This design comes from an exercise in tuning for small area on the open sky130 flow, not from production work.
Function was checked by simulation only, so behaviour that the tests miss may differ from the original.
Power figures rest on the tool's default switching activity, not on a simulated workload.

--- flow/flow/abc.script ---
strash
balance
rewrite
refactor
balance
rewrite
rewrite -z
balance
refactor -z
rewrite -z
balance
dch
map -a
--- flow/flow/env.sh ---
export BUFFER_PORTS_ARGS="-buffer_cell sky130_fd_sc_hd__buf_1"
export CTS_ARGS="-sink_clustering_enable -dont_use_dummy_load -buf_list sky130_fd_sc_hd__clkbuf_8 -root_buf sky130_fd_sc_hd__clkbuf_8 -sink_clustering_size 40 -sink_clustering_max_diameter 500"
export RECOVER_POWER=100
--- flow/flow/run.sh ---
#!/bin/bash
# Own layout flow: the standard ORFS flow (standard.sh) with
#  - an area-oriented ABC mapping script (flow/abc.script) for the
#    combinational logic; flip-flops are mapped by Yosys exactly as in the
#    standard synthesis, so their names and cell types are unchanged,
#  - extra settings from flow/env.sh (port buffer cell, clock tree options,
#    area recovery).
# Each tool's output is logged by ORFS under orfs/logs/; make's own output
# goes to flow_make.log.
set -euo pipefail
W=$PWD
rm -rf "$W/myscripts"
cp -r "$FLOW_HOME/scripts" "$W/myscripts"
python3 - "$W/myscripts/synth_preamble.tcl" <<'PY'
import sys
p = sys.argv[1]
s = open(p).read()
key = "# Create argument list for stat"
assert key in s
s = s.replace(key, "if { [info exists ::env(MY_ABC_SCRIPT)] } {\n  set abc_script $::env(MY_ABC_SCRIPT)\n}\n" + key, 1)
open(p, "w").write(s)
PY
export SCRIPTS_DIR="$W/myscripts"
export MY_ABC_SCRIPT="$W/flow/abc.script"
if [[ -f "$W/flow/env.sh" ]]; then
  source "$W/flow/env.sh"
fi
bash "$W/standard.sh" finish > "$W/flow_make.log" 2>&1
--- flow/config.mk ---
export PLATFORM = sky130hd
export DESIGN_NAME = money
export DESIGN_NICKNAME = money
export VERILOG_FILES = /design/flow/design.v
export SDC_FILE = /design/flow/constraint.sdc
export NUM_CORES = 4
export LEC_CHECK = 0
export CAP_MARGIN = 20
export CORE_MARGIN = 2
export CORE_UTILIZATION = 40
export GPL_TIMING_DRIVEN = 0
export SLEW_MARGIN = 20
--- flow/design.v ---
module money(reset,CLK, M0, M1, M2, M3, M4, M5, ti , wi, ci, B1, B2, B3, C1, C2, C3, C4, rr, out, To, Wo, Co, Bo, C, so, RRo);
input reset;
input CLK;
input M0;
input M1;
input M2;
input M3;
input M4;
input M5;
input ti;
input wi;
input ci;
input B1;
input B2;
input B3;
input C1;
input C2;
input C3;
input C4;
input rr;
output reg [7:0]out;
output To;
output Wo;
output Co;
output [2:0]Bo;
output [3:0]C;
output [9:0]so;
output reg [2:0]RRo;
reg [9:0] d;
reg [9:0] z;
reg s;
reg [1:0] n;
assign {C, Bo, Co, Wo, To} = d;
assign so = z & {10{s}};
wire card = M4 | M5;
wire coin = ~card & (M0 | M1 | M2 | M3);
wire ge5  = out >= 8'd5;
wire ge7  = out >= 8'd7;
wire ge10 = out >= 8'd10;
wire ge20 = out >= 8'd20;
wire ge25 = out >= 8'd25;
wire ge30 = out >= 8'd30;
wire ge50 = out >= 8'd50;
wire [9:0] req = {C4, C3, C2, C1, B3, B2, B1, ci, wi, ti};
wire [9:0] afford = card ? 10'h3ff : {ge50, ge25, ge10, ge30, ge25, ge20, ge10, ge7, ge20, ge5};
wire [9:0] elig = req & afford & {10{~(n[1] & n[0])}};
reg [9:0] first;
reg seen;
integer i;
always @* begin
	seen = 1'b0;
	for (i = 0; i < 10; i = i + 1) begin
		first[i] = elig[i] & ~seen;
		seen = seen | elig[i];
	end
end
wire scan = ~rr & ~coin;
wire hit_zero = |(first & z);
wire sell = scan & seen & ~hit_zero;
reg [7:0] price;
always @* begin
	price = 8'd0;
	if (first[0] & ~z[0]) price = price | 8'd5;
	if (first[1] & ~z[1]) price = price | 8'd20;
	if (first[2] & ~z[2]) price = price | 8'd7;
	if (first[3] & ~z[3]) price = price | 8'd10;
	if (first[4] & ~z[4]) price = price | 8'd20;
	if (first[5] & ~z[5]) price = price | 8'd25;
	if (first[6] & ~z[6]) price = price | 8'd30;
	if (first[7] & ~z[7]) price = price | 8'd10;
	if (first[8] & ~z[8]) price = price | 8'd25;
	if (first[9] & ~z[9]) price = price | 8'd50;
end
reg [7:0] k;
reg sub;
reg [2:0] rro_n;
always @* begin
	k = 8'd0;
	sub = 1'b0;
	rro_n = RRo;
	if (rr) begin
		if (ge20)          begin k = ~8'd20; sub = 1'b1; rro_n = 3'd2; end
		else if (ge10)     begin k = ~8'd10; sub = 1'b1; rro_n = 3'd1; end
		else if (ge5)      begin k = ~8'd5; sub = 1'b1;  rro_n = 3'd4; end
		else if (out >= 2) begin k = ~8'd2; sub = 1'b1;  rro_n = 3'd3; end
		else if (out == 1) begin k = ~8'd1; sub = 1'b1;  rro_n = 3'd5; end
		else               begin k = 8'd0;   rro_n = 3'd0; end
	end else if (coin) begin
		if (M0)      k = 8'd10;
		else if (M1) k = 8'd1;
		else if (M2) k = 8'd2;
		else         k = 8'd5;
	end else if (~card) begin
		k = ~price; sub = 1'b1;
	end
end
always @(posedge CLK) begin
	if (reset) begin
		out <= 8'd0;
		RRo <= 3'd0;
		d <= 10'd0;
		z <= 10'd0;
		s <= 1'b0;
		n <= 2'd0;
	end else begin
		out <= out + k + sub;
		RRo <= rro_n;
		if (sell) begin
			d <= d | first;
			z <= z | (first & d);
			n <= n + 2'd1;
		end
		if (scan & hit_zero) s <= 1'b1;
	end
end
endmodule
--- flow/constraint.sdc ---
create_clock -name core_clock -period 5.0 [get_ports {CLK}]
set_input_delay 1.0000 -clock core_clock [delete_from_list [all_inputs] [get_ports {CLK}]]
set_output_delay 1.0000 -clock core_clock [all_outputs]
set_load 0.01 [all_outputs]
--- flow/standard.sh ---
#!/bin/bash
# synth_recipe.tcl (not shown) runs the flow's synth.tcl, then flattens the netlist and writes it again
# the make line also repeats each setting of config.mk as NAME=value (left out here)
make -C /OpenROAD-flow-scripts/flow DESIGN_CONFIG=/design/flow/config.mk WORK_HOME=/design/flow/orfs CLKGATE_MAP_FILE= SYNTH_SCRIPT=/design/flow/synth_recipe.tcl "${@:-finish}"
==> summary.txt <==
- Sequential Power Share: 36.6%
- # Max-Cap Violations: 0
- Slowest Stage Delay on Critical Path: 0.34 ns
- VDD IR max: 0.000246 V
- Die width: 73.2 µm
- CP startpoint kind: flip-flop
- Layout cell share with drive strength beyond 1: 5.28%
- Final core occ: 49.3%
- Antenna violations before repair: 0
- Setup_tns: 0 ns
- CP max FO: 5
- Setup-failing EPs final: 0
- Syn_area_per_cell: 6.72 µm²
- Hold Path Stages: 1
- Most common cell on crit path: nand2_1
- Gr ovfl total: 0
- Final worst path period share: 90.2%
- H-tree Lvls: 2
- # rows: 25
- Leak: 0.819 nW
- Worst-Margin Slew: 1.09 ns
- Initial DRC count: 127
- Non-filler cells, final: 395
- NetSw: 423 µW
- Critical path arrival: 4.67 ns
- Slowest CP cell: dfxtp_1
- Initial Util: 41.1%
- Post-synthesis register bit count: 34
- Share of flip-flops with an asynchronous set or reset: 0%
- Nets: 371
- Critical path class: reg2reg
- Worst-Skew Late Latency: 0.28 ns
- DRC viols: 0
- RD Place Congestion: 0.851
- Sw Share: 43.2%
- I/O pins: 50
- Worst Reg2Reg Path Length in Cells: 32
- DR WL/cell: 12.4 µm
- Internal power: 556 µW
- Ys Warns: 1
- Die H: 73.2 µm
- Gr usage total: 19.9%
- Clock Root Buffer: clkbuf_8
- Number of global-route vias before repair: 1805
- Top-count cell post-synth: nor2_1
- Clock power frac: 18.3%
- Avg Vias per Cell: 5.05
- RSZ-0062 raised after global routing: false
- Worst EP required: 5.16 ns
- Final ANT Viol Nets: 0
- Inst Count DP: 388
- Mapped Cells: 285
- Hpwl dp: 3820 µm
- Post-route cell area: 2300 µm²
- Drt first pass iters: 4
- Combinational family with the most area after synthesis: compound AO/OA/AOI/OAI gates
- Final WL: 4900 µm
- Outcome: no timing/DRC/antenna violations
- Clock buffer count from CTS: 5
- Register area share after synthesis: 35.5%
- CORE AREA: 4660 µm²
- CTS Sinks: 34
- FMAX: 222 MHz
- Antenna diodes: 0
- Worst reg-to-reg setup slack: 0.49 ns
- Port bufs: 49
- Post-synth EDFFs: 0
- Yosys top cell by area: dfxtp_1
- FF-to-FF End: out[7]$_SDFF_PP0_
- Skew final: 0.0149 ns
- First-pass GRT wire length: 8340 µm
- Hold EP: n[0]$_SDFFE_PP0P_
- Worst hold margin: 0.464 ns
- Die Area: 5360 µm²
- Via count: 1996
- Hold Path Origin: n[0]$_SDFFE_PP0P_
- Hold Crit Class: reg2reg
- Area Growth Syn to Fin: 19.9%
- RR Startpoint: out[7]$_SDFF_PP0_
- Mux contribution to synthesized area: 0%
- Fin crit period: 4.51 ns
- Pin count of the biggest net entering global routing: 26
- Synthesized area: 1920 µm²
- CTS tree: built
- PD cells: 426 nW/µm²
- Clock slew at reported path FFs: 0.06 ns
- Cts hold-fix bufs: 0
- Post-Synth XOR/XNOR Area: 0.457%
- Worst slack, placed: -0.563 ns
- Setup ws final: 0.489 ns
- Design Power: 979 µW
- Comb pwr share: 45.1%
- Post-synthesis cell type count: 21
- Slew HR: 27.6%
- Synth top cells by count: nor2_1, clkinv_1, a21oi_1
- Main synth FF type: dfxtp_1
- Final Max Slew Viols: 0
- Synth Area in Simple Gates: 24.2%
- Placement Cell Area: 2170 µm²
- Synth top area share: 35.5%
- Synth Net Count: 313
- Top post-synthesis cells by area: dfxtp_1, nor2_1, a21oi_1
- Compound-Gate Fraction of Synth Area: 24.3%
- Final hold viol count: 0
- CTS max path bufs: 2
- CP endpoint kind: flip-flop
- Adder-Cell Fraction of Synth Area: 6.66%
[placed cells by master (no fill, tap or decap), types with 3 or more instances in the layout]
master	n
a31oi_1	5
nor2_2	3
clkinv_1	43
dfxtp_1	34
a21oi_1	38
ha_1	7
nand2_1	26
o211ai_1	5
a22oi_1	3
nand3_1	27
buf_1	47
clkbuf_8	5
o21ai_0	20
nor2_1	51
[worst max path at each step]
stage / startpoint / cells after the start / slack (ns) / endpoint
after floorplan: M5 / 24 / 0.29 / out[6]$_SDFF_PP0_
after global placement: M5 / 25 / -0.52 / out[6]$_SDFF_PP0_
after detailed placement: M5 / 25 / -0.56 / out[6]$_SDFF_PP0_
after CTS: M5 / 29 / 0.04 / out[7]$_SDFF_PP0_
after global routing: out[7]$_SDFF_PP0_ / 32 / 0.01 / out[7]$_SDFF_PP0_
final: out[7]$_SDFF_PP0_ / 32 / 0.49 / out[7]$_SDFF_PP0_
[metal layers]
layer / share of wire, % / GRT usage [%] / vias up
li1: - / - / 1085
met1: 52 / 29.5 / 866
met2: 44 / 29.0 / 41
met3: 4.0 / 4.42 / 4
met4: 0.92 / 4.94 / 0
met5: 0 / 0 / -
[registers in the layout, indices dropped and copies added (netlist names)]
| name | count |
|---|---|
| s | 1 |
| RRo | 3 |
| out | 8 |
| d | 10 |
| z | 10 |
| n | 2 |
[critical path, delay by kind of cell, from the launching register on]
| kind | cells | cell delay [ns] |
|---|---|---|
| fa+ha+maj | 1 | 0.31 |
| simple gates | 14 | 1.53 |
| compound gates | 12 | 1.76 |
| buf+inv | 5 | 0.43 |
| flops | 1 | 0.34 |
[cells by family after synthesis]
family / after synthesis
simple gates: 113
compound gates: 83
buf+inv: 45
fa+ha+maj: 9
flops: 34
xor+xnor: 1
[power by group through the flow]
stage	Combinational, mW	Sequential, mW	Clock [mW]
2_1_floorplan	0.296	0.372	0
3_3_place_gp	0.411	0.363	0
3_5_place_dp	0.416	0.363	0
4_1_cts	0.420	0.357	0.187
5_1_grt	0.516	0.367	0.195
6_report	0.441	0.358	0.179
[repair_timing]
action	4_1_cts	5_1_grt
gates resized for setup	2	15
setup buffers	0	2
endpoints found under the setup margin	2	4
gates cloned	0	0
pin swaps	0	3
[final cells by class]
type,count,area (µm²)
multi-input combinational,206,1110
tap,54,67.6
timing repair buffer,51,199
sequential,34,681
fill,504,2360
clock buffer,5,68.8
inverter,45,169

[re-timing with driven ports]
In the flow no input, the clock included, has a driving cell. The finished layout below was timed again as built, in two steps.
Step 1: set_driving_cell puts a clkbuf_16 on CLK and a buf_2 on each other input, an assumption about the parent block.
Step 2 adds t to the input delays and takes it off the output delays; t is the mean of the earliest and latest rising clock arrival at the registers after step 1. Input paths then give back, and output paths get back, about the clock's delay inside the block.
Slacks: no drivers / after step 1 / after step 2; pairs: no drivers / after step 1.
t (ns): 0.304
setup WS [ns]: 0.489 / 0.489 / 0.201
worst hold slack (ns): 0.464 / 0.464 / 0.464
worst register clock-pin slew, ns: 0.07 / 0.07
After both steps this run still meets setup and hold. For this run, drivers alone change the setup slack by 0.000 ns; drivers and shift together by -0.288 ns.
